From an optimization exercise on the open Yosys and OpenROAD flow, aimed at small area, a short achievable clock period and few clock cycles per item; shortcuts taken in it are not production practice.
In this exercise RTL edits were held to simulation tests only and were not proved equivalent to the original.

==> flow/design.v (excerpt) <==
module mult_controller #(
    parameter integer WIDTH = 32
)
(
    input logic clk,
    input logic rst_n,
    input logic start,
    input logic signed [WIDTH - 1: 0] multiplicand,
    input logic signed [WIDTH - 1: 0] multiplier,
    output logic signed [2 * WIDTH - 1: 0] product,
    output logic done
);
For scale: ~1500 cells after synthesis.
==> flow/config.mk <==
export PLATFORM = sky130hd
export DESIGN_NAME = mult_controller
export DESIGN_NICKNAME = mult_controller
export VERILOG_FILES = /design/flow/design.v
export SDC_FILE = /design/flow/constraint.sdc
export NUM_CORES = 4
export LEC_CHECK = 0
export ABC_AREA = 1
export CAP_MARGIN = 20
export CORE_MARGIN = 2
export CORE_UTILIZATION = 40
export CTS_BUF_LIST = sky130_fd_sc_hd__clkbuf_8
export SETUP_SLACK_MARGIN = 1.3
export SLEW_MARGIN = 20
export TNS_END_PERCENT = 60
export BUFFER_PORTS_ARGS = -buffer_cell sky130_fd_sc_hd__buf_1
==> flow/constraint.sdc <==
create_clock -name core_clock -period 4.5 [get_ports {clk}]
set_input_delay 0.9000 -clock core_clock [delete_from_list [all_inputs] [get_ports {clk}]]
set_output_delay 0.9000 -clock core_clock [all_outputs]
set_load 0.01 [all_outputs]
standard.sh (not shown) runs the stock make flow with config.mk's settings and CLKGATE_MAP_FILE= SYNTH_SCRIPT=/design/flow/synth_recipe.tcl, a recipe that flattens the netlist after the stock synthesis.
==> flow/flow/run.sh <==
#!/bin/bash
# The standard layout, except that the port buffers are plain buffers
# (sky130_fd_sc_hd__buf_1, which timing repair may resize) instead of the
# delay cells buffer_ports picks by default.
set -euo pipefail
echo 'export BUFFER_PORTS_ARGS = -buffer_cell sky130_fd_sc_hd__buf_1' >> config.mk
bash standard.sh > standard.log 2>&1
Testbench counts at the start, summed over its fixed seeds: cycles 8,008, items 1,600.
Edit:
--- a/flow/config.mk
+++ b/flow/config.mk
@@ -12,0 +13 @@
+export GPL_TIMING_DRIVEN = 0
@@ -15 +15,0 @@
-export TNS_END_PERCENT = 60
=> Global-route usage rises by 0.26 points. Wire length rose by a few percent. Clock skew is lower by 0.0095 ns. Die area stays the same. Setup slack gets worse by 0.045 ns. Final area rises by a few percent.
Edit:
==> flow/flow/run.sh (replaced) <==
#!/bin/bash
# The standard layout, except that:
# - the port buffers are plain buffers (sky130_fd_sc_hd__buf_1, which timing
#   repair may resize) instead of the delay cells buffer_ports picks;
# - synthesis maps adders with yosys's own Brent-Kung carry lookahead instead
#   of the Kogge-Stone extra map (any non-empty SYNTH_OPERATIONS_ARGS drops
#   it; -noshare is already on every synth call).
set -euo pipefail
echo 'export BUFFER_PORTS_ARGS = -buffer_cell sky130_fd_sc_hd__buf_1' >> config.mk
echo 'export SYNTH_OPERATIONS_ARGS = -noshare' >> config.mk
bash standard.sh > standard.log 2>&1
--- a/flow/config.mk
+++ b/flow/config.mk
@@ -13 +12,0 @@
-export GPL_TIMING_DRIVEN = 0
@@ -16,0 +16 @@
+export SYNTH_OPERATIONS_ARGS = -noshare
Outcome: Die area shrinks by a few percent. First-iteration DRC count falls by a quarter to a third. Critical path depth is higher by 1. Setup slack is worse by 0.012 ns.
Edit:
==> flow/flow/run.sh (replaced) <==
#!/bin/bash
# The standard layout, except that the port buffers are plain buffers
# (sky130_fd_sc_hd__buf_1, which timing repair may resize) instead of the
# delay cells buffer_ports picks by default.
set -euo pipefail
echo 'export BUFFER_PORTS_ARGS = -buffer_cell sky130_fd_sc_hd__buf_1' >> config.mk
bash standard.sh > standard.log 2>&1
--- a/flow/config.mk
+++ b/flow/config.mk
@@ -12,0 +13 @@
+export PLACE_DENSITY = 0.7
@@ -16 +16,0 @@
-export SYNTH_OPERATIONS_ARGS = -noshare
After rerunning: The changed run produced a clean layout. Utilization fell by 6.0 points. Routed wire length rose by 17%. Final area fell by 3.8%. Synthesized area rose by 7.0%. Clock-buffer cell count rose by 1.

-- port drivers added, routing unchanged --
In the flow no input, the clock included, has a driving cell. The finished layouts below were timed again as built, in two steps.
Step 1 (the two cells are an assumption about what drives the block):
set clk [get_ports {clk}]
set_driving_cell -lib_cell sky130_fd_sc_hd__clkbuf_16 $clk
set_driving_cell -lib_cell sky130_fd_sc_hd__buf_2 [delete_from_list [all_inputs] $clk]
Step 2 moves the port delays by t, midway between the first and last clock arrival at a register: inputs arrive t later, outputs are due t later. That takes back most of the time a late clock gives input paths.
Three values: ideal ports, drivers, drivers and shift; two values: the first two.
run	t (ns)	slack for setup (ns)	clock arrival spread, ns
the first run	0.518	1.329 / 1.330 / 0.906	0.029 / 0.029
the second run	0.495	1.285 / 1.285 / 0.852	0.020 / 0.020
the third run	0.510	1.273 / 1.273 / 0.796	0.020 / 0.020
the fourth run	0.511	1.273 / 1.273 / 0.850	0.020 / 0.020
After both steps every run listed still meets setup and hold. For the third run, which loses most, drivers alone change the setup slack by 0.000 ns; drivers and shift together by -0.477 ns.
